This design comes from an exercise in tuning for small area, a short achievable clock period and few clock cycles per item on the open sky130 flow, not from production work.
Where RTL was checked, it was by simulation tests only, not by an equivalence proof against the original.
Function not checked in run 1: the RTL went through the layout flow alone.

==> flow/flow/abc_speed.script <==
strash
dch
map -D 1800
buffer -c
upsize -c -D 1800
dnsize -c -D 1800
==> flow/design.v <==
module SHA1_hash (
    input              clk,
    input              nreset,
    input              start_hash,
    input      [31:0]  message_addr,
    input      [31:0]  message_size,
    output     [159:0] hash,
    output reg         done,
    input      [31:0]  port_A_data_out,
    output     [15:0]  port_A_addr
);
localparam [31:0] H0I = 32'h67452301, H1I = 32'hefcdab89, H2I = 32'h98badcfe,
                  H3I = 32'h10325476, H4I = 32'hc3d2e1f0;
localparam [31:0] K0 = 32'h5a827999, K1 = 32'h6ed9eba1, K2 = 32'h8f1bbcdc,
                  K3 = 32'hca62c1d6;
reg        run;         
reg        first;       
reg        lastblk;     
reg        past;        
reg [6:0]  t;           
reg [14:0] rq;          
reg [13:0] raddr;       
reg        c_inc;       
reg        c_ld;        
reg        c_part;      
reg        c_len;       
reg        c_hupd;      
reg        c_hxa;       
reg        c_ldc;       
reg        c_ldb;       
reg        c_lda;       
reg [1:0]  c_k;         
reg        c_ch, c_maj; 
reg        c_fin;       
assign port_A_addr = {raddr, 2'b00};
wire start  = !run && !done && start_hash;
wire finish = run && c_fin;
wire run_n  = start || (run && !c_fin);
wire       first_n = !run || (first && t != 7'd81);
wire [6:0] tn = !run ? 7'd76 : (t == 7'd81) ? 7'd0 : t + 7'd1;
wire       ldn = (tn >= 7'd79) || (tn <= 7'd12);
always @(posedge clk or negedge nreset) begin
    if (!nreset) begin
        run    <= 1'b0;
        done   <= 1'b0;
        raddr  <= 14'd0;
        c_hupd <= 1'b0;
    end else begin
        run    <= run_n;
        c_hupd <= run_n && (tn >= 7'd76) && (tn <= 7'd80);
        if (finish)
            done <= 1'b1;
        if (start)
            raddr <= message_addr[15:2];
        else if (run && c_inc)
            raddr <= raddr + 14'd1;
    end
end
always @(posedge clk) begin
    t      <= tn;
    c_inc  <= (tn >= 7'd78) || (tn <= 7'd11);
    c_ld   <= ldn;
    c_part <= ldn && (c_ld ? (rq == 15'd1) : (rq == 15'd0));
    c_len  <= (tn == 7'd12) && past;
    c_hxa  <= (tn >= 7'd79);
    c_ldc  <= (tn == 7'd79) || (tn == 7'd80);
    c_ldb  <= (tn == 7'd80);
    c_lda  <= (tn >= 7'd80);
    c_k    <= (tn <= 7'd16 || tn >= 7'd79) ? 2'd0 :
              (tn <= 7'd36) ? 2'd1 : (tn <= 7'd56) ? 2'd2 : 2'd3;
    c_ch   <= (tn <= 7'd18) || (tn == 7'd81);
    c_maj  <= (tn >= 7'd39) && (tn <= 7'd58);
    c_fin  <= (tn == 7'd80) && lastblk;
    first <= first_n;
    if (!run) begin
        rq      <= message_size[16:2];
        lastblk <= 1'b0;
        past    <= 1'b0;
    end else begin
        if (c_ld)
            rq <= rq - 15'd1;
        if (c_ld && c_part)
            past <= 1'b1;
        if (c_ld && c_len)
            lastblk <= 1'b1;
    end
end
wire [31:0] word_in = {port_A_data_out[7:0], port_A_data_out[15:8],
                       port_A_data_out[23:16], port_A_data_out[31:24]};
wire        w_full = !past && !c_part;
reg  [31:0] mword;
always @* begin
    if (w_full)
        mword = word_in;
    else if (c_part)
        case (message_size[1:0])
            2'd0: mword = 32'h80000000;
            2'd1: mword = {word_in[31:24], 24'h800000};
            2'd2: mword = {word_in[31:16], 16'h8000};
            default: mword = {word_in[31:8], 8'h80};
        endcase
    else if (c_len)
        mword = {12'd0, message_size[16:0], 3'b000};
    else
        mword = 32'd0;
end
reg  [31:0] W [0:15];
wire [31:0] wx = W[13] ^ W[8] ^ W[2] ^ W[0];
integer i;
always @(posedge clk) begin
    for (i = 0; i < 15; i = i + 1)
        W[i] <= W[i+1];
    W[15] <= c_ld ? mword : {wx[30:0], wx[31]};
end
function [31:0] add32;
    input [31:0] x, y;
    reg [31:0] g, p, g2, p2;
    integer k, d;
    begin
        g = x & y;
        p = x ^ y;
        for (d = 1; d < 32; d = d * 2) begin
            g2 = g;
            p2 = p;
            for (k = 0; k < 32; k = k + 1)
                if (k & d) begin
                    g2[k] = g[k] | (p[k] & g[(k & ~(d - 1)) - 1]);
                    p2[k] = p[k] & p[(k & ~(d - 1)) - 1];
                end
            g = g2;
            p = p2;
        end
        add32 = x ^ y ^ {g[30:0], 1'b0};
    end
endfunction
reg [31:0] A, B, C, CK, Y, Z;
reg [31:0] Q0, Q1, Q2, Q3, Q4;
assign hash = {Q0, Q1, Q2, Q3, Q4};
wire [31:0] Br = {B[1:0], B[31:2]};    
reg [31:0] kz;
always @* begin
    case (c_k)
        2'd0: kz = K0;
        2'd1: kz = K1;
        2'd2: kz = K2;
        default: kz = K3;
    endcase
end
wire [31:0] fy = c_ch  ? ((A & Br) | (~A & C)) :
                 c_maj ? ((A & Br) | (A & C) | (Br & C)) :
                         (A ^ Br ^ C);
wire [31:0] hx = c_hxa ? A : {A[1:0], A[31:2]};
wire [31:0] hsum = add32(Q4, hx);
reg  [31:0] hinit;
always @* begin
    case (t[2:0])
        3'd4: hinit = H4I;    
        3'd5: hinit = H3I;
        3'd6: hinit = H2I;
        3'd7: hinit = H1I;
        default: hinit = H0I;  
    endcase
end
always @(posedge clk) begin
    Z <= add32(CK, W[15]);
    CK <= add32(c_ldc ? Q2 : Br, kz);
    Y <= add32(fy, Z);
    A <= c_lda ? Q0 : add32({A[26:0], A[31:27]}, Y);
    B <= c_ldb ? {Q1[29:0], Q1[31:30]} : A;
    C <= c_ldc ? Q2 : Br;
    if (c_hupd) begin
        Q0 <= first ? hinit : hsum;
        Q1 <= Q0;
        Q2 <= Q1;
        Q3 <= Q2;
        Q4 <= Q3;
    end
end
endmodule
==> flow/flow/run.sh <==
#!/bin/bash
# Own flow: the standard layout (standard.sh) with three changes:
# - synthesis maps adders without Yosys's full-adder extraction
#   (ADDER_MAP_FILE empty) and with a delay-driven ABC script
#   (flow/abc_speed.script, copied over ORFS's);
# - ports are buffered with a plain buffer instead of a delay buffer.
# Each step's output goes to a log file of its own here.
set -euo pipefail
W=$PWD
rm -rf "$W/scripts_own"
cp -r "$FLOW_HOME/scripts" "$W/scripts_own"
cp "$W/flow/abc_speed.script" "$W/scripts_own/abc_speed.script"
bash standard.sh SCRIPTS_DIR="$W/scripts_own" ADDER_MAP_FILE= synth > "$W/synth.log" 2>&1
bash standard.sh "BUFFER_PORTS_ARGS=-buffer_cell sky130_fd_sc_hd__buf_2" > "$W/layout.log" 2>&1
==> flow/constraint.sdc <==
create_clock -name core_clock -period 6.0 [get_ports {clk}]
set_input_delay 1.2000 -clock core_clock [delete_from_list [all_inputs] [get_ports {clk}]]
set_output_delay 1.2000 -clock core_clock [all_outputs]
set_load 0.01 [all_outputs]
==> flow/config.mk <==
export PLATFORM = sky130hd
export DESIGN_NAME = SHA1_hash
export DESIGN_NICKNAME = SHA1_hash
export VERILOG_FILES = /design/flow/design.v
export SDC_FILE = /design/flow/constraint.sdc
export NUM_CORES = 4
export LEC_CHECK = 0
export CAP_MARGIN = 20
export CORE_MARGIN = 2
export CORE_UTILIZATION = 40
export CTS_CLUSTER_DIAMETER = 60
export CTS_CLUSTER_SIZE = 30
export SETUP_SLACK_MARGIN = 3.0
export SLEW_MARGIN = 20
==> flow/standard.sh <==
#!/bin/bash
# synth_recipe.tcl (not shown) runs the flow's synth.tcl, then flattens the netlist and writes it again
# the make line also repeats each setting of config.mk as NAME=value (left out here)
make -C /OpenROAD-flow-scripts/flow DESIGN_CONFIG=/design/flow/config.mk WORK_HOME=/design/flow/orfs CLKGATE_MAP_FILE= SYNTH_SCRIPT=/design/flow/synth_recipe.tcl "${@:-finish}"
==> results.txt, run 1 <==
* Status: finished clean
* Max-cap violations at 0
* HP Class: flip-flop to flip-flop
* CTS sink count at between 900 and 1000
* Initial antenna violation count at 1
* Vias in the first global route at 22100
* Multi-input logic area at around 12000 um2
* Clock root cell: clkbuf_16
* Register area at around 20000 um2
* Setup TNS at 0 ps
* CP Class: flip-flop to flip-flop
* Final WS setup at 3100 ps
* DRT Wirelength at about 83000 um
* Most common cell after layout, fill and taps aside: dfxtp_1
* CTS buffer count at 68
* Iteration-0 DRC count of the detailed router at about 1500
* Reg clk slew, reported paths at about 90 ps
* Synthesized flop and latch total at 919
* Slew of the pin with the lowest slew margin at 1040 ps
* Routed vias at 24100
* H-tree depth at 3
* Non-Filler Instances at 5028
* PortBufs at 240
* Via density at ~4.8
* All-Layer GR Usage at between 10% and 20%
* Synth async-reset ratio at around 1.8%
* Placed cell areas at 35800 um2
* DP Cell Count at 4854
* Max clock buf depth at 3
* I/O pins at ~280
* Avg Synthesized Cell Area at just over 9 um2
* Largest net degree at the start of global routing at ~160
* Grt total ovfl at 0
* Crit share post-route at about half
* Clk_skew at between 30 and 40 ps
* Final ANT Viol Nets at 0
* Layout net count at ~4000
* Most frequent cells in the layout: dfxtp_1, nor2_1, nand2_1
* Worst EP required at 6370 ps
* Clock latency (worst-skew pair) at about 630 ps
* Synth Instances at between 3000 and 4000
* Die H at between 200 and 300 um
* Max_slew headroom at a little under a third
* Fmax at approximately 350 MHz
* CTS tree: built
* DIE AREA at 86000 um2
* Core area at ~83000 um2
* EDFF count, synth at ~180
* Crit path launch type: flip-flop
* DRT Pass-1 Iters at 6
* Hold buffers post-CTS at 0
* Reg2Reg Setup Slack at a little over 3000 ps
* Crit path max fanout at 7
* Die Wd at a little under 300 um
* Setup WS pre-CTS at ~2100 ps
* Finish-stage setup viols at 0
* Netlist Area Pre-Place at ~33000 um2
* # rows at approximately 110
* Routed wire length per instance at about 17 um
* RSZ-0062 raised after global routing: true
* Hpwl dp at 60000 um
* Final Hold Viols at 0
* Routability cong. at around 0.88
* First-pass GRT wire length at between 100000 and 150000 um
* Warnings from Yosys at 2
* Fin crit period at 2900 ps
* CP arrival at 3260 ps
* Cell variety after synth at 75
* Commonest register cell after synthesis: dfxtp_1
* Layout cells sized above 1 at around 17%
* DRC at 0
* Cell area after layout at 39600 um2
* Area delta synth->final at 18.4%
* Worst setup EP type: flip-flop
* Seq/Total Area, Yosys at between 60% and 70%
* Max-slew violations at 0
* Initial Utilization at roughly 40%
* Fillers at just under 8000
-- repair_timing --
item                                    in CTS  in global routing
endpoints found under the setup margin      83                 78
setup buffers                                9                 29
gates cloned                                 3                  4
pin swaps                                    5                 44
endpoints found under the hold margin        0                  0
resized for setup                           53                189
-- state kept, by name (all words and copies together), names as in the netlist, 15 cells and up --
signal,count
Q0,32
Q3,32
Y,32
Q1,32
W,512
Q4,32
C,32
A,32
Z,32
CK,32
Q2,32
rq,15
B,32
-- logic make-up after synthesis --
kind of cell / synth area share (%)
xor+xnor: 5.91
flops: 60.5
fa+ha+maj: 0.0598
other cells: 0.0112
buf+inv: 5.86
simple gates: 15.4
compound gates: 12.3
-- per-stage QoR --
stage / utilization, % / hold WS [ps]
6_report: 47.6 / 316
5_1_grt: 47.5 / 312
4_1_cts: 46.5 / 316
3_5_place_dp: 43.0 / 312
3_3_place_gp: 43.0 / 310
2_1_floorplan: - / 310
-- worst paths after layout --
path                       depth (start not counted)        to  startpoint
min in group asynchronous                          1  raddr[5]      nreset
max in group asynchronous                          1    c_hupd      nreset
min reg2reg                                        0  W[4][17]    W[5][17]
max                                               16    Q0[29]       c_hxa
min                                                0  W[4][17]    W[5][17]
max reg2reg                                       16    Q0[29]       c_hxa
-- routing by layer --
metal  GRT usage (%)  part of all wire, %
met3            2.67                  5.7
met4            7.27                  3.7
met2            28.8                   44
met5               0                0.016
met1            26.7                   47
-- cell usage after synthesis, types with 7 or more instances --
cell type | instances | area, um2
nand3_1 | 53 | 265
o32ai_1 | 7 | 61.3
xnor2_1 | 120 | 1050
dfxtp_1 | 727 | 14600
o21bai_1 | 11 | 82.6
a21oi_1 | 152 | 761
nor2_1 | 548 | 2060
edfxtp_1 | 175 | 5260
clkbuf_1 | 32 | 120
a22oi_1 | 12 | 90.1
buf_2 | 15 | 75.1
a21oi_2 | 8 | 70.1
a211oi_1 | 24 | 180
buf_4 | 7 | 52.6
o21a_1 | 7 | 52.6
nand2_1 | 504 | 1890
and2_1 | 29 | 181
o21ai_0 | 281 | 1410
a31oi_1 | 49 | 307
nor3_1 | 17 | 85.1
inv_1 | 417 | 1570
o31ai_1 | 9 | 67.6
o211ai_1 | 16 | 120
nor2_2 | 19 | 119
inv_2 | 16 | 60.1
nor4_1 | 9 | 56.3
o21ai_1 | 32 | 160
xor2_1 | 104 | 911
o22ai_1 | 9 | 56.3
or2_2 | 27 | 169
dfrtp_1 | 17 | 425
or2_1 | 8 | 50.1
-- critical path, cell delays in order, from the launching register on --
cell	delay (ps)
dfxtp_4	470
buf_12	160
nand2_2	70
o21ai_4	80
or2_4	160
nand2_2	60
o21ai_2	170
a21oi_2	90
o21bai_2	230
nand2_2	100
o211ai_4	140
nand2_2	90
o31a_1	330
nor2_2	180
a311oi_4	60
a21oi_2	170
a21oi_2	70
-- cell type report --
| class | count | area share [%] |
|---|---|---|
| clock buffers | 79 | 4.72 |
| clock inverters | 47 | 1.69 |
| multi-input cells | 2167 | 30.0 |
| repair buffers | 299 | 4.69 |
| well taps | 1080 | 3.41 |
| flip-flops and latches | 919 | 51.2 |
| diodes | 3 | 0.0190 |
| inverters | 434 | 4.23 |
==> run 2, diff against run 1 <==
--- a/flow/design.v
+++ b/flow/design.v
@@ -23,4 +23,5 @@
 reg        c_inc;       
 reg        c_ld;        
+reg        c_ldw;       
 reg        c_part;      
 reg        c_len;       
@@ -61,5 +62,6 @@
     c_inc  <= (tn >= 7'd78) || (tn <= 7'd11);
     c_ld   <= ldn;
-    c_part <= ldn && (c_ld ? (rq == 15'd1) : (rq == 15'd0));
+    c_ldw  <= run && (t >= 7'd78 || t <= 7'd11);
+    c_part <= c_ld ? (rq == 15'd1) : (rq == 15'd0);
     c_len  <= (tn == 7'd12) && past;
     c_hxa  <= (tn >= 7'd79);
@@ -111,5 +113,5 @@
     for (i = 0; i < 15; i = i + 1)
         W[i] <= W[i+1];
-    W[15] <= c_ld ? mword : {wx[30:0], wx[31]};
+    W[15] <= c_ldw ? mword : {wx[30:0], wx[31]};
 end
 function [31:0] add32;
==> results.txt, run 2 <==
* Status: finished clean
* Largest net degree at the start of global routing at 69
* Seq/Total Area, Yosys at approximately three fifths
* Crit path max-delay family: compound AO/OA/AOI/OAI gates
* Max-slew violations at 0
* CP arrival at 3350 ps
* CP Class: flip-flop to flip-flop
* Synthesized flop and latch total at 920
* Initial antenna violation count at 3
* Worst path most repeated cell: nand2_1
* H-tree depth at 3
* Setup TNS at 0 ps
* CTS buffer count at 67
* Finish-stage setup viols at 0
* Most frequent cell after synthesis: dfxtp_1
* Cell variety after synth at 79
* Routed wire length per instance at approximately 17 um
* Crit path buffers/inverters at 2
* Vias in the first global route at 21900
* HP Class: flip-flop to flip-flop
* Final Util at a little under half
* Layout cells sized above 1 at between 10% and 20%
* DRC at 0
* Number of flip-flops in the largest register at between 500 and 600
* Clk_skew at ~38 ps
* Slew of the pin with the lowest slew margin at roughly 900 ps
* Final ANT Viol Nets at 0
* CTS sink count at 920
* Worst setup EP type: flip-flop
* PortBufs at 240
* Layout net count at a little under 4000
* Most frequent cells in the layout: dfxtp_1, nor2_1, nand2_1
* Synth cell count leaders: dfxtp_1, nor2_1, nand2_1
* Core area at 83300 um2
* Hpwl dp at 59700 um
* DRT Pass-1 Iters at 5
* Max_slew headroom at ~40%
* Setup WS pre-CTS at 2470 ps
* Avg Synthesized Cell Area at about 9.4 um2
* Clock latency (worst-skew pair) at ~630 ps
* All-Layer GR Usage at between 10% and 20%
* Fin crit period at approximately 2900 ps
* Die Wd at 293 um
* CP max stage cell: dfxtp_2
* Warnings from Yosys at 2
* Crit share post-route at roughly 48%
* Synth area leader: dfxtp_1
* Max-cap violations at 0
* Final Hold Viols at 0
* Clock root cell: clkbuf_16
* # rows at between 100 and 150
* Iteration-0 DRC count of the detailed router at around 1600
* CTS tree: built
* Final WS setup at 3150 ps
* Most flops, register: W
* Die H at a little under 300 um
* Grt total ovfl at 0
* Synth top area cells: dfxtp_1, edfxtp_1, nor2_1
* Max clock buf depth at 3
* Commonest register cell after synthesis: dfxtp_1
* Max incr delay on CP at 410 ps
* Initial Utilization at 40.2%
* Most common cell after layout, fill and taps aside: dfxtp_1
* Post-synth top area share at between 40 and 50%
* Fmax at roughly 350 MHz
* Synth Instances at between 3000 and 4000
* Crit path launch type: flip-flop
* Crit path max fanout at 7
* Fillers at between 7000 and 8000
* RSZ-0062 raised after global routing: true
* DIE AREA at around 86000 um2
* Via density at 4.80
* Reg clk slew, reported paths at roughly 100 ps
* I/O pins at roughly 280
* First-pass GRT wire length at ~120000 um
* Worst EP required at about 6500 ps
* DRT Wirelength at about 83000 um
* Area delta synth->final at 17.6%
* Synth async-reset ratio at approximately 1.8%
* CP Cell Sequence: inv_2 > nor2_4 > nor2_1 > a211oi_1 > a31oi_1 > o21ai_2 > xor2_1 > and2_1 > a221oi_2 > nand2_2 > a21boi_4 > clkbuf_16 > o21ai_0 > nand2_1 > nand2_1
* Netlist Area Pre-Place at approximately 34000 um2
* Routed vias at roughly 24000
* EDFF count, synth at 175
* Routability cong. at between 0.8 and 0.9
-- run 2: cell count changes in the layout (fill, tap and decap cells not counted), moves of 8 or more --
cell      before  now
nand2_1      489  461
inv_2         17   25
dfxtp_2       28   20
o21ai_0      253  244
o211ai_2       1    9
inv_1        410  396
-- run 2: area by class of cell --
| cell class | count | area, um2 | share of cell area, % |
|---|---|---|---|
| clock inverter | 47 | 704 | 1.79 |
| sequential | 920 | 20300 | 51.6 |
| tap | 1080 | 1350 | 3.43 |
| inverter | 428 | 1650 | 4.19 |
| multi-input combinational | 2140 | 11800 | 29.8 |
| clock buffer | 74 | 1790 | 4.54 |
| antenna | 1 | 2.50 | 0.00635 |
| timing repair buffer | 294 | 1830 | 4.65 |
-- run 2: stage by stage --
step,area [um2],hold WS [ps],cells
after floorplan,33500,310,3553
after global placement,35800,310,4825
after detailed placement,35800,312,4825
after CTS,38600,311,4953
after global routing,39400,313,4984
final,39400,313,4984
-- run 2: worst paths after layout --
path / from / to / slack (ps) / cells after the start
max: A[6] / Y[30] / 3150 / 15
min reg2reg: W[12][3] / W[11][3] / 310 / 0
max in group asynchronous: nreset / c_hupd / 5160 / 1
max reg2reg: A[6] / Y[30] / 3150 / 15
min: W[12][3] / W[11][3] / 310 / 0
min in group asynchronous: nreset / raddr[9] / 490 / 1
-- run 2: kinds of logic after synthesis --
kind of cell	synth area share (%)
AOI/OAI and AO/OA	12.3
xor gates and xnor gates	6.09
adders and majority gates	0.0635
buffers and inverters	5.91
DFF	60.4
other	0.0112
and+or+nand+nor	15.2
-- run 2: per-layer routing --
metal  wire [um]  global-route usage [%]
met1       38400                    26.2
met5           0                       0
met3        4390                    2.80
met4        3280                    7.68
met2       36500                    28.7
-- run 2: what timing repair did --
item,CTS,global route
setup buffers,4,26
setup endpoints to repair,68,67
pin swaps,5,35
resized for setup,38,156
hold buffers,0,0
cloned,3,4
Testbench counts of run 2, summed over its fixed seeds: cycles 214,546, bytes 152,657.
==> run 3, diff against run 2 <==
--- a/flow/config.mk
+++ b/flow/config.mk
@@ -11,4 +11,4 @@
 export CTS_CLUSTER_DIAMETER = 60
 export CTS_CLUSTER_SIZE = 30
-export SETUP_SLACK_MARGIN = 3.0
+export SETUP_SLACK_MARGIN = 3.2
 export SLEW_MARGIN = 20
==> results.txt, run 3 <==
* Status: finished clean
* Clock root cell: clkbuf_16
* Crit path max fanout at 6
* Netlist Area Pre-Place at between 30000 and 40000 um2
* Crit share post-route at 47.3%
* Critical path endpoint: Q0[28]
* H-tree depth at 3
* Synthesized flop and latch total at 920
* Max_slew headroom at about 31%
* Reg clk slew, reported paths at about 100 ps
* Worst EP required at 6360 ps
* Max-cap violations at 0
* Worst setup EP type: flip-flop
* Final Hold Viols at 0
* Die H at between 200 and 300 um
* CTS tree: built
* Synth cell count leaders: dfxtp_1, nor2_1, nand2_1
* EDFF count, synth at 175
* Layout net count at 4011
* Post-synth top area share at a little over two fifths
* Finish-stage setup viols at 0
* Synth Instances at between 3000 and 4000
* Cell variety after synth at between 70 and 80
* Hpwl dp at 59700 um
* Largest net degree at the start of global routing at 69
* Most frequent cells in the layout: dfxtp_1, nor2_1, nand2_1
* Initial antenna violation count at 2
* First-pass GRT wire length at 126000 um
* CP arrival at approximately 3200 ps
* Reg2Reg Launch Point: c_hxa
* Max-slew violations at 0
* RSZ-0062 raised after global routing: true
* Most flops, register: W
* Synth top area cells: dfxtp_1, edfxtp_1, nor2_1
* Iteration-0 DRC count of the detailed router at between 1500 and 2000
* Synth async-reset ratio at under 10%
* Slew of the pin with the lowest slew margin at between 1000 and 1500 ps
* CP Class: flip-flop to flip-flop
* Setup TNS at 0 ps
* Fin crit period at about 2800 ps
* Routability cong. at 0.887
* Fmax at approximately 350 MHz
* Commonest register cell after synthesis: dfxtp_1
* Critical Path Source: c_hxa
* Synth area leader: dfxtp_1
* Grt total ovfl at 0
* Max clock buf depth at 3
* DRC at 0
* # rows at 106
* DIE AREA at between 80000 and 90000 um2
* DRT Wirelength at approximately 85000 um
* Final ANT Viol Nets at 0
* PortBufs at 240
* Routed vias at about 24000
* DRT Pass-1 Iters at 8
* Hold buffers post-CTS at 0
* Layout cells sized above 1 at 22.1%
* Core area at 83300 um2
* Reg2reg end: Q0[28]
* Vias in the first global route at around 22000
* R2R depth at 16
* Seq/Total Area, Yosys at about three fifths
* HP Class: flip-flop to flip-flop
* Warnings from Yosys at 2
* I/O pins at about 280
* CTS buffer count at 67
* Via density at 4.84
* Clock latency (worst-skew pair) at approximately 630 ps
* All-Layer GR Usage at a little under a fifth
* Die Wd at between 200 and 300 um
* CTS sink count at between 900 and 1000
* Crit path launch type: flip-flop
* Reg2Reg Setup Slack at ~3200 ps
* Most common cell after layout, fill and taps aside: dfxtp_1
* Routed wire length per instance at roughly 17 um
* Clk_skew at approximately 37 ps
* Number of flip-flops in the largest register at just over 500
* Initial Utilization at roughly two fifths
* Most frequent cell after synthesis: dfxtp_1
* Avg Synthesized Cell Area at between 9 and 10 um2
* Area delta synth->final at 21.7%
## run 3: cell counts after synthesis
No cell type changed its count.
## run 3: kinds of logic after synthesis
group | synth area share, %
and+or+nand+nor | 15.2
DFF | 60.4
AOI/OAI and AO/OA | 12.3
buffers and inverters | 5.91
xor gates and xnor gates | 6.09
adders and majority gates | 0.0635
other | 0.0112
## run 3: what timing repair did
action,CTS,global route
gates resized for setup,153,304
buffers inserted,34,56
cloned,6,2
pin swaps,31,94
endpoints found under the setup margin,89,87
## run 3: cell type report
type	instances	area, um2
Multi-Input combinational cell	2140	12500
Tap cell	1080	1350
Timing Repair Buffer	355	2410
Inverter	428	1680
Clock inverter	47	704
Antenna cell	1	2.50
Sequential cell	920	20400
Fill cell	7642	42500
Clock buffer	74	1790
## run 3: worst max-delay path: stages, from the launching register on
cell       delay [ps]
dfxtp_4           400
buf_8             160
clkbuf_16         170
o21ai_2           120
inv_1              70
or2_0             210
nand2_2           120
nor2_2             60
nand2_1           140
nor2_4             60
nand2_1            70
o211ai_1          110
buf_4             160
a31oi_4           310
o21a_1            210
or2_0             120
a31oi_1            80
## run 3: metal layers
metal / track usage [%] / up-vias / part of all wire (%)
met5: 0 / - / 0
met4: 8.08 / 0 / 4.2
met3: 2.77 / 158 / 4.8
met2: 29.6 / 642 / 45
met1: 26.4 / 11400 / 46
li1: - / 12300 / -
## run 3: worst min-delay path by stage
stage              start        end  slack (ps)  depth (start not counted)
3_5_place_dp    W[7][22]   W[6][22]         310                          0
3_3_place_gp   W[14][15]  W[13][15]         310                          0
4_1_cts         W[1][14]   W[0][14]         310                          0
5_1_grt        W[14][16]  W[13][16]         310                          0
2_1_floorplan    W[1][0]    W[0][0]         310                          0
6_report        W[12][3]   W[11][3]         310                          0
## run 3: stage by stage
step	cell area, um2	hold WS [ps]	setup WS [ps]	instances	utilization (%)
CTS	39300	311	3130	4986	47.2
finish	40800	312	3160	5045	49.0
global route	40800	312	3060	5045	49.0
detailed placement	35800	312	2470	4825	43.0
floorplan	33500	310	3490	3553	-
global placement	35800	310	2550	4825	43.0
==> run 4, diff against run 3 <==
--- a/flow/config.mk
+++ b/flow/config.mk
@@ -8,7 +8,8 @@
 export CAP_MARGIN = 20
 export CORE_MARGIN = 2
-export CORE_UTILIZATION = 40
+export CORE_UTILIZATION = 55
 export CTS_CLUSTER_DIAMETER = 60
 export CTS_CLUSTER_SIZE = 30
-export SETUP_SLACK_MARGIN = 3.2
+export PLACE_DENSITY = 0.75
+export SETUP_SLACK_MARGIN = 3.0
 export SLEW_MARGIN = 20
==> results.txt, run 4 <==
* Avg Synthesized Cell Area at between 9 and 10 um2
* Slew of the pin with the lowest slew margin at 997 ps
* Final WS setup at 3070 ps
* Synth async-reset ratio at between 1.5 and 2%
* Vias in the first global route at approximately 21000
* Synthesized flop and latch total at 920
* Grt total ovfl at 0
* Routed wire length per instance at 16.8 um
* Reg2Reg Setup Slack at between 3000 and 4000 ps
* # rows at 90
* CTS tree: built
* Crit path max fanout at 7
* Iteration-0 DRC count of the detailed router at 1818
* Worst EP required at 6520 ps
* Cell area after layout at ~38000 um2
* Reg2Reg Launch Point: c_k[0]
* Die Wd at around 250 um
* Max incr delay on CP at 420 ps
* Die H at 251 um
* Crit path depth at 15
* Critical Path Source: c_k[0]
* Placed cell areas at roughly 35000 um2
* CP Class: flip-flop to flip-flop
* RSZ-0062 raised after global routing: true
* Initial antenna violation count at 0
* Critical path endpoint: CK[28]
* Max clock buf depth at 3
* Crit share post-route at about half
* DRT Pass-1 Iters at 5
* Synth cell count leaders: dfxtp_1, nor2_1, nand2_1
* Final ANT Viol Nets at 0
* CTS sink count at a little over 900
* Finish-stage setup viols at 0
* I/O pins at ~280
* Core area at roughly 60000 um2
* CP Cell Sequence: inv_2 > nor2_4 > clkinvlp_4 > nand2_4 > nand2_1 > inv_1 > or2_2 > nor2_2 > a221oi_2 > o21bai_2 > a21oi_4 > nor2_2 > a211oi_2 > nand2_1 > xor2_1
* Status: finished clean
* Largest net degree at the start of global routing at 66
* Warnings from Yosys at 2
* Routability cong. at approximately 0.94
* Reg clk slew, reported paths at about 100 ps
* Crit path buffers/inverters at 3
* HP Class: flip-flop to flip-flop
* Post-synth top area share at a little over two fifths
* Clk_skew at roughly 42 ps
* Final Hold Viols at 0
* Layout net count at 3929
* All-Layer GR Usage at approximately a quarter
* Setup TNS at 0 ps
* Seq/Total Area, Yosys at roughly 60%
* Synth area leader: dfxtp_1
* PortBufs at 240
* Most frequent cells in the layout: dfxtp_1, nor2_1, nand2_1
* Netlist Area Pre-Place at ~34000 um2
* Number of flip-flops in the largest register at roughly 500
* CP max stage cell: dfxtp_4
* First-pass GRT wire length at 117000 um
* Setup WS pre-CTS at 2360 ps
* CTS buffer count at 52
* Cell variety after synth at between 70 and 80
* Crit path max-delay family: compound AO/OA/AOI/OAI gates
* Max-cap violations at 0
* Area delta synth->final at 13.9%
* Synth top area cells: dfxtp_1, edfxtp_1, nor2_1
* Fmax at 342 MHz
* Clock latency (worst-skew pair) at approximately 660 ps
* Ant. Diodes at 0
* Max-slew violations at 0
* Hpwl dp at ~56000 um
* Most frequent cell after synthesis: dfxtp_1
* Via density at around 5.2
* Layout cells sized above 1 at between 10% and 20%
* Reg2reg end: CK[28]
* EDFF count, synth at about 180
* R2R depth at 15
* Synth Instances at between 3000 and 4000
* Max_slew headroom at between 30 and 40%
* Crit path launch type: flip-flop
* Initial Utilization at 55.6%
* CP arrival at about 3500 ps
* DIE AREA at 62900 um2
* Fin crit period at slightly below 3000 ps
* Most flops, register: W
* Worst setup EP type: flip-flop
* H-tree depth at 2
* DRC at 0
* DRT Wirelength at between 70000 and 80000 um
* Commonest register cell after synthesis: dfxtp_1
* Most common cell after layout, fill and taps aside: dfxtp_1
* Routed vias at 24100
* Clock root cell: clkbuf_16
-- run 4: metal layers --
layer  track usage, %  part of all wire [%]  up-vias
li1                 -                     -    12100
met1             34.7                    46    11100
met2             36.8                    44      791
met3             3.37                   6.6      131
met4             8.62                   3.7        0
met5                0                     0        -
-- run 4: cell type report --
cell class                      count  area (um2)
Timing Repair Buffer              288        1760
Tap cell                          782         978
Inverter                          428        1660
Clock buffer                       56        1360
Fill cell                        4813       22100
Clock inverter                     31         469
Multi-Input combinational cell   2140       11600
Sequential cell                   920       20300
-- run 4: timing repair --
action | 4_1_cts | 5_1_grt
buffers inserted | 4 | 24
endpoints found under the setup margin | 103 | 78
hold buffers | 0 | 0
pin swaps | 3 | 20
resized for setup | 33 | 127
cloned | 2 | 4
-- run 4: worst register-to-register path: cells and delay by family (launching register included) --
kind            cells  cell delay, ps
xor+xnor            1             150
flops               1             420
simple gates        7             810
buf+inv             3             470
compound gates      4             990
-- run 4: how the worst min path moves through the flow --
stage,startpoint,end,depth (start not counted)
6_report,W[11][7],W[10][7],0
5_1_grt,W[11][7],W[10][7],0
4_1_cts,W[11][7],W[10][7],0
3_5_place_dp,W[1][16],W[0][16],0
3_3_place_gp,W[1][12],W[0][12],0
2_1_floorplan,W[1][0],W[0][0],0
-- run 4: cell families after synthesis --
kind of cell	Yosys count	share of synthesized area, %
compound gates	678	12.3
xor+xnor	232	6.09
fa+ha+maj	2	0.0635
buf+inv	493	5.91
flops	920	60.4
other cells	1	0.0112
simple gates	1226	15.2
-- run 4: stage by stage --
stage,cells,hold slack (ps),util [%]
2_1_floorplan,3553,310,-
6_report,4645,305,63.4
3_3_place_gp,4524,310,58.8
3_5_place_dp,4524,312,58.8
5_1_grt,4645,297,63.4
4_1_cts,4617,294,62.2
==> run 5, diff against run 4 <==
==> flow/flow/abc_speed.script (replaced) <==
strash
dch
map -D 2200
buffer -c
upsize -c -D 2200
dnsize -c -D 2200
--- a/flow/config.mk
+++ b/flow/config.mk
@@ -8,8 +8,7 @@
 export CAP_MARGIN = 20
 export CORE_MARGIN = 2
-export CORE_UTILIZATION = 55
+export CORE_UTILIZATION = 40
 export CTS_CLUSTER_DIAMETER = 60
 export CTS_CLUSTER_SIZE = 30
-export PLACE_DENSITY = 0.75
 export SETUP_SLACK_MARGIN = 3.0
 export SLEW_MARGIN = 20
==> results.txt, run 5 <==
* Status: finished clean
* Routability cong. at 0.884
* Reg clk slew, reported paths at 100 ps
* CP Cell Sequence: bufbuf_16 > o21ai_1 > nor2_1 > inv_1 > o21ai_0 > a21oi_2 > inv_1 > nand2_2 > nand3_4 > nor2_4 > clkinv_4 > nand2_2 > o211ai_1 > xor2_1 > o21ai_1
* DP Cell Count at ~4800
* Crit share post-route at 49.0%
* Hold buffers post-CTS at 0
* Synth cell count leaders: dfxtp_1, nor2_1, inv_1
* Cell variety after synth at 70
* Final ANT Viol Nets at 0
* Largest net degree at the start of global routing at 65
* Max-slew violations at 0
* PortBufs at 240
* DIE AREA at approximately 85000 um2
* H-tree depth at 2
* # rows at ~110
* Synth top area cells: dfxtp_1, edfxtp_1, nor2_1
* EDFF count, synth at approximately 180
* Layout cells sized above 1 at roughly 18%
* Most frequent cells in the layout: dfxtp_1, nor2_1, inv_1
* RSZ-0062 raised after global routing: true
* DRT Pass-1 Iters at 8
* Crit path max fanout at 16
* Max incr delay on CP at 400 ps
* Fmax at between 300 and 400 MHz
* Initial antenna violation count at 1
* Routed vias at roughly 24000
* CP max stage cell: dfxtp_4
* Number of flip-flops in the largest register at 512
* CTS tree: built
* Area delta synth->final at 17.7%
* Synth Instances at ~3500
* Setup TNS at 0 ps
* Core area at roughly 82000 um2
* Clock root cell: clkbuf_16
* Layout net count at 3940
* Commonest register cell after synthesis: dfxtp_1
* Avg Synthesized Cell Area at 9.42 um2
* Grt total ovfl at 0
* Initial Utilization at 40.4%
* Most common cell after layout, fill and taps aside: dfxtp_1
* Max clock buf depth at 3
* First-pass GRT wire length at 121000 um
* DRC at 0
* Worst EP required at approximately 6400 ps
* CTS buffer count at 56
* All-Layer GR Usage at between 10% and 20%
* Fin crit period at 2940 ps
* Seq/Total Area, Yosys at around three fifths
* Via density at ~4.8
* Synth area leader: dfxtp_1
* Die H at around 290 um
* Routed wire length per instance at 16.3 um
* I/O pins at 276
* Iteration-0 DRC count of the detailed router at about 1400
* CTS sink count at 920
* Hpwl dp at 58400 um
* Most frequent cell after synthesis: dfxtp_1
* Critical Path Source: c_hxa
* CP arrival at roughly 3300 ps
* Synth async-reset ratio at 1.85%
* Netlist Area Pre-Place at 33100 um2
* Reg2Reg Launch Point: c_hxa
* Max_slew headroom at between 20% and 30%
* Final Hold Viols at 0
* DRT Wirelength at 80900 um
* Post-synth top area share at 44.0%
* Most flops, register: W
* Crit path launch type: flip-flop
* Non-Filler Instances at approximately 5000
* Vias in the first global route at approximately 21000
* Min-delay src: W[5][2]
* Slew of the pin with the lowest slew margin at around 1100 ps
* Hold WS at between 300 and 400 ps
* Warnings from Yosys at 2
* Finish-stage setup viols at 0
* Worst setup EP type: flip-flop
* Synthesized flop and latch total at 920
* Clock latency (worst-skew pair) at 650 ps
* Final Util at between 40% and 50%
* Max-cap violations at 0
* CP Class: flip-flop to flip-flop
* Die Wd at just under 300 um
* Clk_skew at approximately 34 ps
* HP Class: flip-flop to flip-flop
-- run 5: cell types whose count changed after synthesis, moves of 11 or more --
cell / change
inv_1: +39
nand2_1: -55
o21ai_1: -11
o21ai_0: +18
a31oi_1: +12
xor2_1: +12
and2_1: -16
nor2_1: +25
-- run 5: final cells by class --
class / count / area, um2
Tap cell: 1070 / 1340
Inverter: 462 / 1810
Clock buffer: 63 / 1500
Sequential cell: 920 / 20300
Clock inverter: 35 / 499
Multi-Input combinational cell: 2074 / 11500
Timing Repair Buffer: 327 / 2010
Antenna cell: 1 / 2.50
Fill cell: 7787 / 43000
-- run 5: routing by layer --
metal	global-route usage, %	vias to the layer above	part of all wire (%)
met2	28.0	576	43
met1	26.0	10900	48
li1	-	12000	-
met5	0	-	0
met3	2.29	136	4.3
met4	7.42	0	4.4
-- run 5: per-stage QoR --
| step | setup slack (ps) | instance area, um2 |
|---|---|---|
| after global routing | 2900 | 39000 |
| final | 3060 | 39000 |
| after CTS | 2960 | 37800 |
| after global placement | 2310 | 35500 |
| after floorplan | 3400 | 33100 |
| after detailed placement | 2260 | 35500 |
-- run 5: final timing paths --
path                                   to  slack, ps  depth (start not counted)
worst min-delay path              W[4][2]        320                          0
min in group asynchronous       raddr[10]        470                          1
worst max register to register     Q0[25]       3060                         15
max in group asynchronous          c_hupd       5190                          1
worst min register to register    W[4][2]        320                          0
worst max-delay path               Q0[25]       3060                         15
-- run 5: logic make-up after synthesis --
group / after synthesis / synth area share (%)
other: 1 / 0.0113
and+or+nand+nor: 1169 / 14.6
DFF: 920 / 61.2
buffers and inverters: 522 / 6.15
xor gates and xnor gates: 247 / 6.58
AOI/OAI and AO/OA: 655 / 11.5
-- run 5: timing repair --
action / 4_1_cts / 5_1_grt
endpoints found under the setup margin: 103 / 99
pin swaps: 10 / 50
gates cloned: 3 / 3
gates resized for setup: 64 / 216
buffers inserted: 13 / 56
-- run 5: worst max-delay path, delay by kind of cell (launching register included) --
family	cells	cell delay [ps]
AOI/OAI and AO/OA	5	840
xor gates and xnor gates	1	160
buffers and inverters	4	630
DFF	1	400
and+or+nand+nor	5	630
==> run 6, diff against run 5 <==
==> flow/flow/run.sh (replaced) <==
#!/bin/bash
# Own flow: the standard layout (standard.sh) with three changes:
# - synthesis maps adders without Yosys's full-adder extraction
#   (ADDER_MAP_FILE empty) and with a delay-driven ABC script
#   (flow/abc_speed.script, copied over ORFS's);
# - ports are buffered with a plain buffer instead of a delay buffer;
# - clock tree sinks are clustered in groups of up to 30, without dummy loads.
# Each step's output goes to a log file of its own here.
set -euo pipefail
W=$PWD
rm -rf "$W/scripts_own"
cp -r "$FLOW_HOME/scripts" "$W/scripts_own"
cp "$W/flow/abc_speed.script" "$W/scripts_own/abc_speed.script"
bash standard.sh SCRIPTS_DIR="$W/scripts_own" ADDER_MAP_FILE= synth > "$W/synth.log" 2>&1
bash standard.sh "BUFFER_PORTS_ARGS=-buffer_cell sky130_fd_sc_hd__buf_2" \
  "CTS_ARGS=-sink_clustering_enable -repair_clock_nets -sink_clustering_size 30 -sink_clustering_max_diameter 60 -buf_list sky130_fd_sc_hd__clkbuf_16 -dont_use_dummy_load" > "$W/layout.log" 2>&1
==> flow/flow/abc_speed.script (replaced) <==
strash
dch
map -D 1800
buffer -c
upsize -c -D 1800
dnsize -c -D 1800
--- a/flow/config.mk
+++ b/flow/config.mk
@@ -9,6 +9,4 @@
 export CORE_MARGIN = 2
 export CORE_UTILIZATION = 40
-export CTS_CLUSTER_DIAMETER = 60
-export CTS_CLUSTER_SIZE = 30
 export SETUP_SLACK_MARGIN = 3.0
 export SLEW_MARGIN = 20
==> results.txt, run 6 <==
* Worst setup EP type: flip-flop
* CTS sink count at between 900 and 1000
* Worst EP required at between 6000 and 7000 ps
* Non-Filler Instances at 4945
* Grt total ovfl at 0
* Max incr delay on CP at 390 ps
* Max clock buf depth at 3
* Max-slew violations at 0
* Synth Instances at roughly 3600
* Finish-stage setup viols at 0
* Via density at between 4 and 5
* DP Cell Count at 4825
* Crit path max-delay family: compound AO/OA/AOI/OAI gates
* Routed wire length per instance at 16.7 um
* First-pass GRT wire length at about 120000 um
* Final Hold Viols at 0
* CP max stage cell: dfxtp_4
* Synth top area cells: dfxtp_1, edfxtp_1, nor2_1
* Most common cell after layout, fill and taps aside: dfxtp_1
* Layout net count at roughly 4000
* Initial antenna violation count at 2
* Cell variety after synth at 79
* Largest net degree at the start of global routing at 69
* EDFF count, synth at roughly 180
* Final Util at about 47%
* PortBufs at 240
* Synth async-reset ratio at approximately 1.8%
* Core area at between 80000 and 90000 um2
* Iteration-0 DRC count of the detailed router at 1725
* H-tree depth at 3
* Routed vias at ~24000
* Layout cells sized above 1 at 16.5%
* Crit path launch type: flip-flop
* Synth area leader: dfxtp_1
* Seq/Total Area, Yosys at between 60% and 70%
* Fillers at a little under 8000
* Initial Utilization at between 40% and 50%
* DIE AREA at 86100 um2
* Synth cell count leaders: dfxtp_1, nor2_1, nand2_1
* Avg Synthesized Cell Area at between 9 and 10 um2
* Hpwl dp at roughly 60000 um
* CP Cell Sequence: buf_12 > buf_8 > o21ai_1 > xor2_1 > nand2_1 > o21ai_2 > a221oi_2 > o21bai_2 > a21oi_4 > nor2_2 > a211oi_2 > nand2_1 > xor2_1
* Final ANT Viol Nets at 0
* Area delta synth->final at 15.8%
* DRT Wirelength at 82800 um
* Clk_skew at 67.9 ps
* Clock latency (worst-skew pair) at 630 ps
* Most frequent cells in the layout: dfxtp_1, nor2_1, nand2_1
* CTS tree: built
* Max-cap violations at 0
* Reg clk slew, reported paths at 100 ps
* DRC at 0
* # rows at around 110
* Crit path buffers/inverters at 2
* I/O pins at approximately 280
* Synthesized flop and latch total at ~900
* Slew of the pin with the lowest slew margin at 896 ps
* Number of flip-flops in the largest register at just over 500
* Most frequent cell after synthesis: dfxtp_1
* All-Layer GR Usage at approximately a fifth
* Vias in the first global route at ~22000
* Die Wd at slightly below 300 um
* Die H at between 200 and 300 um
* Setup TNS at 0 ps
* Netlist Area Pre-Place at 33500 um2
* Crit share post-route at between 40% and 50%
* Commonest register cell after synthesis: dfxtp_1
* DRT Pass-1 Iters at 5
* Warnings from Yosys at 2
* Status: finished clean
* Fmax at 345 MHz
* Routability cong. at 0.887
* Crit path max fanout at 5
* Most flops, register: W
* Clock root cell: clkbuf_16
* Post-synth top area share at between 40 and 50%
* CP Class: flip-flop to flip-flop
* HP Class: flip-flop to flip-flop
* CTS buffer count at 67
* Max_slew headroom at approximately 40%
* RSZ-0062 raised after global routing: true
* Fin crit period at ~2900 ps
* CP arrival at around 3400 ps
[run 6: cell types whose count changed in the layout (fill, tap and decap cells not counted), moves of 10 or more]
cell / delta
and2_1: +17
nor2_4: -10
inv_6: -10
a211oi_1: -12
a31oi_1: -11
xor2_1: -15
nor2_1: -12
nand2_1: +66
buf_4: -27
inv_1: -28
inv_8: -10
a21oi_1: +13
[run 6: worst reg2reg max path, stage by stage (launching register included)]
cell	delay [ps]
dfxtp_4	390
buf_12	160
buf_8	130
o21ai_1	390
xor2_1	170
nand2_1	190
o21ai_2	110
a221oi_2	270
o21bai_2	140
a21oi_4	220
nor2_2	70
a211oi_2	250
nand2_1	100
xor2_1	160
[run 6: worst paths after layout]
check | end | slack (ps) | cells past startpoint | startpoint
hold reg to reg | W[13][17] | 290 | 0 | W[14][17]
min in group asynchronous | raddr[9] | 500 | 1 | nreset
setup / recovery | CK[28] | 3100 | 13 | c_ldc
max in group asynchronous | c_hupd | 5160 | 1 | nreset
setup reg to reg | CK[28] | 3100 | 13 | c_ldc
hold / removal | W[13][17] | 290 | 0 | W[14][17]
[run 6: metal layers]
metal / wire, um / track usage [%] / vias to the layer above
li1: - / - / 12100
met1: 38700 / 26.2 / 11000
met2: 36800 / 28.9 / 645
met3: 4040 / 2.44 / 146
met4: 3290 / 7.65 / 0
met5: 0 / 0 / -
[run 6: final cells by class]
class	count	area, um2	area share (%)
flip-flops and latches	920	20300	52.4
multi-input cells	2140	11800	30.5
repair buffers	308	1950	5.02
clock buffers	67	1680	4.32
inverters	428	1670	4.31
well taps	1080	1350	3.48
repair inverters	1	11.3	0.0290
diodes	1	2.50	0.00645
[run 6: through the flow]
stage               hold WS (ps)  worst slack [ps]  area, um2
finish                       290              3100      38800
global route                 295              2910      38800
CTS                          290              3000      37800
detailed placement           312              2470      35800
global placement             310              2550      35800
floorplan                    310              3490      33500
[run 6: kinds of logic after synthesis]
family / Yosys count / synth area share, %
buffers and inverters: 493 / 5.91
adders and majority gates: 2 / 0.0635
and+or+nand+nor: 1226 / 15.2
AOI/OAI and AO/OA: 678 / 12.3
DFF: 920 / 60.4
other: 1 / 0.0112
xor gates and xnor gates: 232 / 6.09
[run 6: timing repair]
item,4_1_cts,5_1_grt
buffers inserted,4,40
resized for setup,37,181
pin swaps,6,50
endpoints found under the setup margin,71,68
hold buffers,0,0
cloned,3,5
==> run 7, diff against run 6 <==
--- a/flow/config.mk
+++ b/flow/config.mk
@@ -9,4 +9,4 @@
 export CORE_MARGIN = 2
 export CORE_UTILIZATION = 40
-export SETUP_SLACK_MARGIN = 3.0
+export SETUP_SLACK_MARGIN = 2.8
 export SLEW_MARGIN = 20
==> results.txt, run 7 <==
* Crit path max fanout at 29
* XOR/XNOR Fraction of Synth Area at between 6 and 7%
* I/O pins at between 200 and 300
* Synth cell count leaders: dfxtp_1, nor2_1, nand2_1
* HP Class: flip-flop to flip-flop
* Cell variety after synth at 79
* CP Class: flip-flop to flip-flop
* Worst setup EP type: flip-flop
* Clock latency (worst-skew pair) at ~630 ps
* Layout cells sized above 1 at a little over an eighth
* Met3 Resource Use GR at approximately 2.5%
* # rows at 106
* Most frequent cells in the layout: dfxtp_1, nor2_1, nand2_1
* Worst EP required at around 6500 ps
* Max clock buf depth at 3
* Initial antenna violation count at 2
* Clock root cell: clkbuf_16
* Final Util at approximately 46%
* EDFF count, synth at 175
* Combinational family with the most area after synthesis: simple AND/OR/NAND/NOR gates
* Commonest register cell after synthesis: dfxtp_1
* Reg clk slew, reported paths at ~100 ps
* DIE AREA at between 80000 and 90000 um2
* Die H at 293 um
* Vias in the first global route at approximately 22000
* Avg Synthesized Cell Area at 9.44 um2
* All-Layer GR Usage at between 10% and 20%
* Finish-stage setup viols at 0
* Max-slew violations at 0
* CTS tree: built
* CTS buffer count at 67
* Routed vias at ~24000
* Synth area leader: dfxtp_1
* Gr busiest metal: met2
* Number of flip-flops in the largest register at between 500 and 600
* Max-cap violations at 0
* H-tree depth at 3
* Iteration-0 DRC count of the detailed router at ~1700
* Area delta synth->final at 13.2%
* Slew of the pin with the lowest slew margin at just over 1000 ps
* Synth Instances at 3552
* DRT Wirelength at between 80000 and 90000 um
* Warnings from Yosys at 2
* Crit path launch type: flip-flop
* Synth async-reset ratio at 1.85%
* Fmax at 334 MHz
* Met1 usage at a little over a quarter
* Met2 usage at between 20 and 30%
* Status: finished clean
* Routed wire length per instance at between 15 and 20 um
* Netlist Area Pre-Place at 33500 um2
* CTS sink count at about 900
* Die Wd at around 300 um
* Post-Synth Adder-Cell Area at 0.0635%
* Most frequent cell after synthesis: dfxtp_1
* Core area at roughly 83000 um2
* Clk_skew at approximately 70 ps
* Largest net degree at the start of global routing at a little under 70
* Fillers at 7953
* Simple-gate portion of the synthesized area at around 15%
* Setup TNS at 0 ps
* DRT Pass-1 Iters at 6
* Seq/Total Area, Yosys at approximately three fifths
* Routability cong. at 0.887
* First-pass GRT wire length at roughly 120000 um
* Post-synthesis mux area share at 0%
* Synth top area cells: dfxtp_1, edfxtp_1, nor2_1
* PortBufs at 240
* Hold buffers post-CTS at 0
* Layout net count at 3928
* Grt total ovfl at 0
* Max_slew headroom at between 30% and 40%
* CP arrival at 3450 ps
* Initial Utilization at between 40% and 50%
* Crit share post-route at 50.0%
* Most flops, register: W
* Via density at approximately 4.8
* Final ANT Viol Nets at 0
* Fin crit period at 3000 ps
* Placed cell areas at 35800 um2
* Synth Area in Compound Gates at about an eighth
* Most common cell after layout, fill and taps aside: dfxtp_1
* RSZ-0062 raised after global routing: false
* Post-synth top area share at ~43%
* Synthesized flop and latch total at 920
* Final Hold Viols at 0
* Hpwl dp at around 60000 um
* DRC at 0
* Cell area after layout at ~38000 um2
run 7: cell counts after synthesis:
Identical to the previous run, type by type.
run 7: repair_timing:
item,4_1_cts,5_1_grt
gates cloned,0,3
setup endpoints to repair,42,51
pin swaps,0,11
buffers inserted,0,12
resized for setup,14,49
run 7: final timing paths:
check,start,end,slack (ps),cells after the start
worst min-delay path,W[14][17],W[13][17],290,0
worst max register to register,A[9],Y[17],3000,15
max in group asynchronous,nreset,c_hupd,5160,1
worst max-delay path,A[9],Y[17],3000,15
min in group asynchronous,nreset,raddr[9],500,1
worst min register to register,W[14][17],W[13][17],290,0
run 7: worst max-delay path, stage by stage (launching register included):
cell and delay [ps]:
dfxtp_1 540, inv_2 140, nor2_2 190, nor2_1 80, a211oi_1 200, a31oi_1 60
o21ai_1 170, or2_2 150, nand2_1 80, nor2_1 230, nand2_1 120, nor3_1 300
a21boi_2 120, buf_8 190, o2111ai_1 210, nand2_1 80
run 7: routing by layer:
layer | routed length (um) | vias up
met5 | 0 | -
met4 | 3240 | 0
met3 | 4370 | 138
met2 | 35300 | 656
met1 | 37900 | 10800
li1 | - | 12000
run 7: cells by family after synthesis:
family	after synthesis
AOI/OAI and AO/OA	678
xor gates and xnor gates	232
adders and majority gates	2
buffers and inverters	493
DFF	920
other	1
and+or+nand+nor	1226
run 7: final cells by class:
| cell class | instances | area (um2) | share of cell area, % |
|---|---|---|---|
| Antenna cell | 1 | 2.50 | 0.00660 |
| Clock buffer | 67 | 1680 | 4.42 |
| Inverter | 428 | 1620 | 4.27 |
| Multi-Input combinational cell | 2140 | 11400 | 30.2 |
| Sequential cell | 920 | 20300 | 53.5 |
| Tap cell | 1080 | 1350 | 3.56 |
| Timing Repair Buffer | 272 | 1550 | 4.10 |
run 7: metrics by stage:
stage,setup slack [ps],hold slack (ps),cells
floorplan,3490,310,3553
global placement,2550,310,4825
detailed placement,2470,312,4825
CTS,2820,290,4892
global route,2780,295,4908
finish,3000,289,4908
==> run 8, diff against run 7 <==
--- a/flow/config.mk
+++ b/flow/config.mk
@@ -9,4 +9,5 @@
 export CORE_MARGIN = 2
 export CORE_UTILIZATION = 40
-export SETUP_SLACK_MARGIN = 2.8
+export SETUP_SLACK_MARGIN = 3.25
 export SLEW_MARGIN = 20
+export TNS_END_PERCENT = 5
==> results.txt, run 8 <==
* Vias in the first global route at between 20000 and 25000
* Fmax at between 300 and 400 MHz
* DRT Wirelength at 84500 um
* Synthesized flop and latch total at ~900
* Die Wd at between 200 and 300 um
* Synth async-reset ratio at ~1.8%
* Synth top area cells: dfxtp_1, edfxtp_1, nor2_1
* Reg2Reg Launch Point: c_hxa
* EDFF count, synth at 175
* Grt total ovfl at 0
* Routability cong. at roughly 0.89
* Setup WS pre-CTS at roughly 2500 ps
* Synth Instances at approximately 3600
* Hold path depth at 0
* Hpwl dp at around 60000 um
* Largest net degree at the start of global routing at 69
* H-tree depth at 3
* Clock latency (worst-skew pair) at between 600 and 700 ps
* Layout cells sized above 1 at approximately 20%
* Max_slew headroom at about two fifths
* Final WS setup at approximately 3200 ps
* Crit share post-route at 47.0%
* Most frequent cell after synthesis: dfxtp_1
* DP Cell Count at about 4800
* Post-synth top area share at between 40 and 50%
* HP Class: flip-flop to flip-flop
* Initial antenna violation count at 2
* CP arrival at 3260 ps
* Commonest register cell after synthesis: dfxtp_1
* CTS tree: built
* Most common cell after layout, fill and taps aside: dfxtp_1
* CP Class: flip-flop to flip-flop
* Clock root cell: clkbuf_16
* DRC at 0
* All-Layer GR Usage at about a fifth
* I/O pins at 276
* Max-slew violations at 0
* Reg2reg end: Q0[28]
* Area delta synth->final at 18.5%
* PortBufs at 240
* Final Hold Viols at 0
* Min-delay src: W[14][16]
* DRT Pass-1 Iters at 6
* DIE AREA at 86100 um2
* Status: finished clean
* Max clock buf depth at 3
* Core area at around 83000 um2
* Avg Synthesized Cell Area at 9.44 um2
* First-pass GRT wire length at roughly 120000 um
* RSZ-0062 raised after global routing: true
* Netlist Area Pre-Place at approximately 34000 um2
* Warnings from Yosys at 2
* Final ANT Viol Nets at 0
* Hold WS at about 290 ps
* Synth area leader: dfxtp_1
* Slew of the pin with the lowest slew margin at roughly 900 ps
* Crit path launch type: flip-flop
* Routed vias at 24300
* CTS buffer count at 67
* Reg clk slew, reported paths at approximately 100 ps
* Cell variety after synth at between 70 and 80
* Number of flip-flops in the largest register at just over 500
* Seq/Total Area, Yosys at just over 60%
* Worst Hold End: W[13][16]
* Layout net count at ~4000
* R2R depth at 17
* Non-Filler Instances at between 4000 and 5000
* Finish-stage setup viols at 0
* Max-cap violations at 0
* Via density at a little under 5
* Routed wire length per instance at 17.0 um
* Worst EP required at 6440 ps
* Reg2Reg Setup Slack at between 3000 and 4000 ps
* # rows at around 110
* Most flops, register: W
* Hold buffers post-CTS at 0
* Worst setup EP type: flip-flop
* Final Util at between 40% and 50%
* Most frequent cells in the layout: dfxtp_1, nor2_1, nand2_1
* Synth cell count leaders: dfxtp_1, nor2_1, nand2_1
* CTS sink count at between 900 and 1000
* Die H at 293 um
* Fin crit period at between 2000 and 3000 ps
* Iteration-0 DRC count of the detailed router at about 1700
* Setup TNS at 0 ps
* Crit path max fanout at 6
* Clk_skew at about 70 ps
* Initial Utilization at around two fifths
run 8: what timing repair did:
action                                  in CTS  in global routing
hold endpoints to repair                     0                  0
endpoints found under the setup margin      97                109
resized for setup                           97                307
pin swaps                                   18                 99
buffers inserted                            16                 65
gates cloned                                 4                  5
run 8: cell families (layout without fill, tap and decap cells):
| family | Yosys count | count (layout) | share of synthesized area (%) |
|---|---|---|---|
| buf+inv | 493 | 842 | 5.91 |
| compound gates | 678 | 678 | 12.3 |
| simple gates | 1226 | 1226 | 15.2 |
| xor+xnor | 232 | 232 | 6.09 |
| flops | 920 | 920 | 60.4 |
| fa+ha+maj | 2 | 2 | 0.0635 |
| other cells | 1 | 3 | 0.0112 |
run 8: per-layer routing:
layer | share of wire (%) | track usage, % | up-vias
li1 | - | - | 12200
met1 | 46 | 26.3 | 11300
met2 | 45 | 29.1 | 634
met3 | 5.1 | 2.51 | 154
met4 | 4.1 | 7.83 | 0
met5 | 0 | 0 | -
run 8: metrics by stage:
step                      area (um2)
final                          39700
after global routing           39700
after CTS                      38100
after detailed placement       35800
after global placement         35800
after floorplan                33500
run 8: worst max-delay path: stages (launching register included):
cell and delay [ps]:
dfxtp_4 400, buf_8 160, clkbuf_16 160, nand2_1 50, o21ai_0 130, nand2_1 110, inv_1 80, nor2_4 150
nand3_2 120, nor3_4 230, nand2_2 120, nor2_4 120, nand2_1 90, nor2_2 110, nand2_1 90, o21a_1 210
or2_0 200, a31oi_1 150
run 8: area by class of cell:
type / instances / area (um2)
tap: 1080 / 1350
multi-input combinational: 2140 / 12300
clock buffer: 67 / 1680
timing repair buffer: 346 / 2300
fill: 7752 / 43600
timing repair inverter: 1 / 11.3
inverter: 428 / 1700
sequential: 920 / 20400
antenna: 1 / 2.50
run 8: worst max-delay path by stage:
stage / startpoint / endpoint / slack [ps]
final: c_hxa / Q0[28] / 3180
after detailed placement: c_ch / Y[25] / 2470
after global routing: c_hxa / Q0[28] / 3020
after global placement: c_ch / Y[21] / 2550
after floorplan: c_hupd / Q0[0] / 3490
after CTS: c_ldc / CK[30] / 3050
==> run 9, diff against run 8 <==
==> flow/flow/abc_speed.script (replaced) <==
strash
dch
map -D 1800
topo
dnsize -c -D 1800
--- a/flow/config.mk
+++ b/flow/config.mk
@@ -9,5 +9,5 @@
 export CORE_MARGIN = 2
 export CORE_UTILIZATION = 40
-export SETUP_SLACK_MARGIN = 3.25
+export SETUP_SLACK_MARGIN = 3.1
 export SLEW_MARGIN = 20
-export TNS_END_PERCENT = 5
+export TNS_END_PERCENT = 10
==> results.txt, run 9 <==
* Status: finished clean
* XOR/XNOR Fraction of Synth Area at between 6 and 7%
* Seq/Total Area, Yosys at between 60 and 70%
* Layout net count at between 3000 and 4000
* Finish-stage setup viols at 0
* # rows at roughly 100
* CP Class: flip-flop to flip-flop
* Routed vias at 24100
* Grt total ovfl at 0
* Max-cap violations at 0
* Max incr delay on CP at 400 ps
* Most frequent cells in the layout: dfxtp_1, nor2_1, nand2_1
* Die H at 290 um
* Die Wd at just under 300 um
* Slew of the pin with the lowest slew margin at slightly below 1000 ps
* Synth Area in Compound Gates at 11.9%
* Combinational family with the most area after synthesis: simple AND/OR/NAND/NOR gates
* Reg2reg end: CK[29]
* CP Cell Sequence: bufbuf_16 > o21ai_2 > xor2_1 > nor2_2 > a221oi_2 > o21bai_1 > a21oi_2 > buf_4 > nor2_1 > nor2_1 > o221ai_2 > xor2_1
* Clock latency (worst-skew pair) at ~660 ps
* Largest net degree at the start of global routing at 65
* DRC at 0
* Post-synthesis mux area share at 0%
* Initial Utilization at 40.6%
* Worst EP required at around 6500 ps
* R2R depth at 12
* Final ANT Viol Nets at 0
* Routability cong. at between 0.9 and 1
* Clk_skew at between 80 and 90 ps
* Min-delay src: W[4][24]
* Reg clk slew, reported paths at approximately 100 ps
* Avg Synthesized Cell Area at between 9 and 10 um2
* Clock root cell: clkbuf_16
* DRT Wirelength at 84000 um
* Core area at 80800 um2
* Post-synth top area share at between 40% and 50%
* Worst setup EP type: flip-flop
* Number of flip-flops in the largest register at between 500 and 600
* Initial antenna violation count at 0
* DRT Pass-1 Iters at 5
* Iteration-0 DRC count of the detailed router at roughly 1500
* CTS sink count at between 900 and 1000
* Max-slew violations at 0
* CTS tree: built
* Reg2Reg Launch Point: c_ldc
* Fillers at ~7500
* Most common cell after layout, fill and taps aside: dfxtp_1
* DIE AREA at between 80000 and 90000 um2
* I/O pins at approximately 280
* H-tree depth at 2
* RSZ-0062 raised after global routing: true
* Most flops, register: W
* PortBufs at between 200 and 250
* Most frequent cell after synthesis: dfxtp_1
* Synth Instances at between 3000 and 4000
* CP arrival at roughly 3400 ps
* Layout cells sized above 1 at 17.6%
* First-pass GRT wire length at 123000 um
* Crit share post-route at between 40% and 50%
* HP Class: flip-flop to flip-flop
* Vias in the first global route at between 20000 and 25000
* Hold path depth at 0
* Netlist Area Pre-Place at 32800 um2
* Max clock buf depth at 3
* Synth area leader: dfxtp_1
* Crit path launch type: flip-flop
* Cell variety after synth at 48
* CTS buffer count at 55
* Post-Synth Adder-Cell Area at less than 1%
* Crit path max fanout at 22
* Synth async-reset ratio at ~1.8%
* Fin crit period at roughly 3000 ps
* CP max stage cell: dfxtp_4
* Routed wire length per instance at 17.0 um
* Reg2Reg Setup Slack at 3060 ps
* Synth top area cells: dfxtp_1, edfxtp_1, nor2_1
* Hpwl dp at between 50000 and 60000 um
* Commonest register cell after synthesis: dfxtp_1
* Area delta synth->final at 18.1%
* EDFF count, synth at about 180
* Synthesized flop and latch total at just over 900
* Final Hold Viols at 0
* Worst Hold End: W[3][24]
* Setup TNS at 0 ps
* Fmax at roughly 340 MHz
* Simple-gate portion of the synthesized area at between 10% and 20%
* Warnings from Yosys at 2
* All-Layer GR Usage at a little under a fifth
* Max_slew headroom at between 30% and 40%
* Synth cell count leaders: dfxtp_1, nor2_1, nand2_1
* Via density at between 4 and 5
* Final Util at between 40% and 50%
run 9: changes by cell type in the layout (fill, tap and decap cells not counted), sizes merged:
cell      before  now
inv          425   32
clkinv         3  394
buf          340  321
clkbuf        71   57
clkinvlp       1    4
a21boi         6    7
run 9: repair_timing:
action | in CTS | in global routing
pin swaps | 13 | 51
cloned | 3 | 3
setup buffers | 19 | 44
resized for setup | 129 | 274
hold buffers | 0 | 0
endpoints found under the setup margin | 131 | 116
run 9: cell type report:
| cell class | instances | area, um2 | area share, % |
|---|---|---|---|
| multi-input combinational | 2141 | 11900 | 30.7 |
| inverter | 428 | 1710 | 4.42 |
| timing repair inverter | 2 | 22.5 | 0.0582 |
| timing repair buffer | 325 | 2050 | 5.30 |
| tap | 1060 | 1330 | 3.43 |
| antenna | 1 | 2.50 | 0.00646 |
| clock buffer | 55 | 1380 | 3.56 |
| sequential | 920 | 20300 | 52.5 |
run 9: routing by layer:
layer / part of all wire, % / routed length (um) / global-route usage (%)
met5: 0 / 0 / 0
met4: 4.3 / 3640 / 7.42
met3: 5.5 / 4630 / 2.60
met2: 44 / 36700 / 28.7
met1: 46 / 39000 / 26.5
run 9: cells by family after synthesis:
family	after synthesis
AOI/OAI and AO/OA	678
xor gates and xnor gates	232
adders and majority gates	2
buffers and inverters	430
DFF	920
other	1
and+or+nand+nor	1226
run 9: through the flow:
stage	instance area [um2]	cells	hold slack, ps	setup WS [ps]
global placement	35500	4806	310	1550
global route	38700	4931	275	2900
floorplan	32800	3490	310	2260
detailed placement	35500	4806	312	1490
CTS	37500	4883	281	2860
finish	38700	4932	275	3060
run 9: how the worst max path moves through the flow:
stage | startpoint | to | slack [ps] | cells after the start
finish | c_ldc | CK[29] | 3060 | 12
detailed placement | c_ldc | CK[26] | 1490 | 16
global route | c_hxa | Q0[22] | 2900 | 16
floorplan | c_ldc | CK[28] | 2260 | 15
CTS | A[5] | Y[29] | 2860 | 16
global placement | c_ldc | CK[28] | 1550 | 16
run 9: worst max-delay path: cells and delay by family (launching register included):
family / cells / cell delay (ps)
compound gates: 5 / 1130
buf+inv: 2 / 480
simple gates: 3 / 300
xor+xnor: 2 / 520
flops: 1 / 400

-- re-timing with driven ports --
No port has a modelled driver above. Below, the same layouts with a new extraction and two added sets of constraints.
Step 1: set_driving_cell puts a clkbuf_16 on clk and a buf_2 on each other input, an assumption about the parent block.
Step 2 adds t to the input delays and takes it off the output delays; t is the mean of the earliest and latest rising clock arrival at the registers after step 1. Input paths then give back, and output paths get back, about the clock's delay inside the block.
Three values: ideal ports, drivers, drivers and shift; two values: the first two.
run | t (ns) | slack for setup (ns) | hold WS [ns] | worst setup path at the end
run 1 | 0.674 | 3.104 / 3.104 / 2.843 | 0.316 / 0.316 / 0.316 | input to register
run 2 | 0.676 | 3.146 / 3.146 / 2.914 | 0.313 / 0.313 / 0.313 | input to register
run 3 | 0.679 | 3.159 / 3.159 / 2.805 | 0.312 / 0.312 / 0.312 | input to register
run 4 | 0.700 | 3.074 / 3.074 / 3.001 | 0.305 / 0.305 / 0.305 | input to register
run 5 | 0.695 | 3.062 / 3.062 / 2.944 | 0.320 / 0.320 / 0.320 | input to register
run 6 | 0.654 | 3.103 / 3.103 / 2.942 | 0.290 / 0.290 / 0.290 | input to register
run 7 | 0.657 | 3.002 / 3.002 / 2.941 | 0.289 / 0.289 / 0.289 | input to register
run 8 | 0.657 | 3.178 / 3.178 / 2.945 | 0.290 / 0.290 / 0.290 | input to register
run 9 | 0.681 | 3.058 / 3.058 / 2.902 | 0.275 / 0.275 / 0.275 | input to register
After both steps every run listed still meets setup and hold. The setup slack of run 3, which loses most, moves by 0.000 ns with the drivers and by -0.354 ns with both steps.
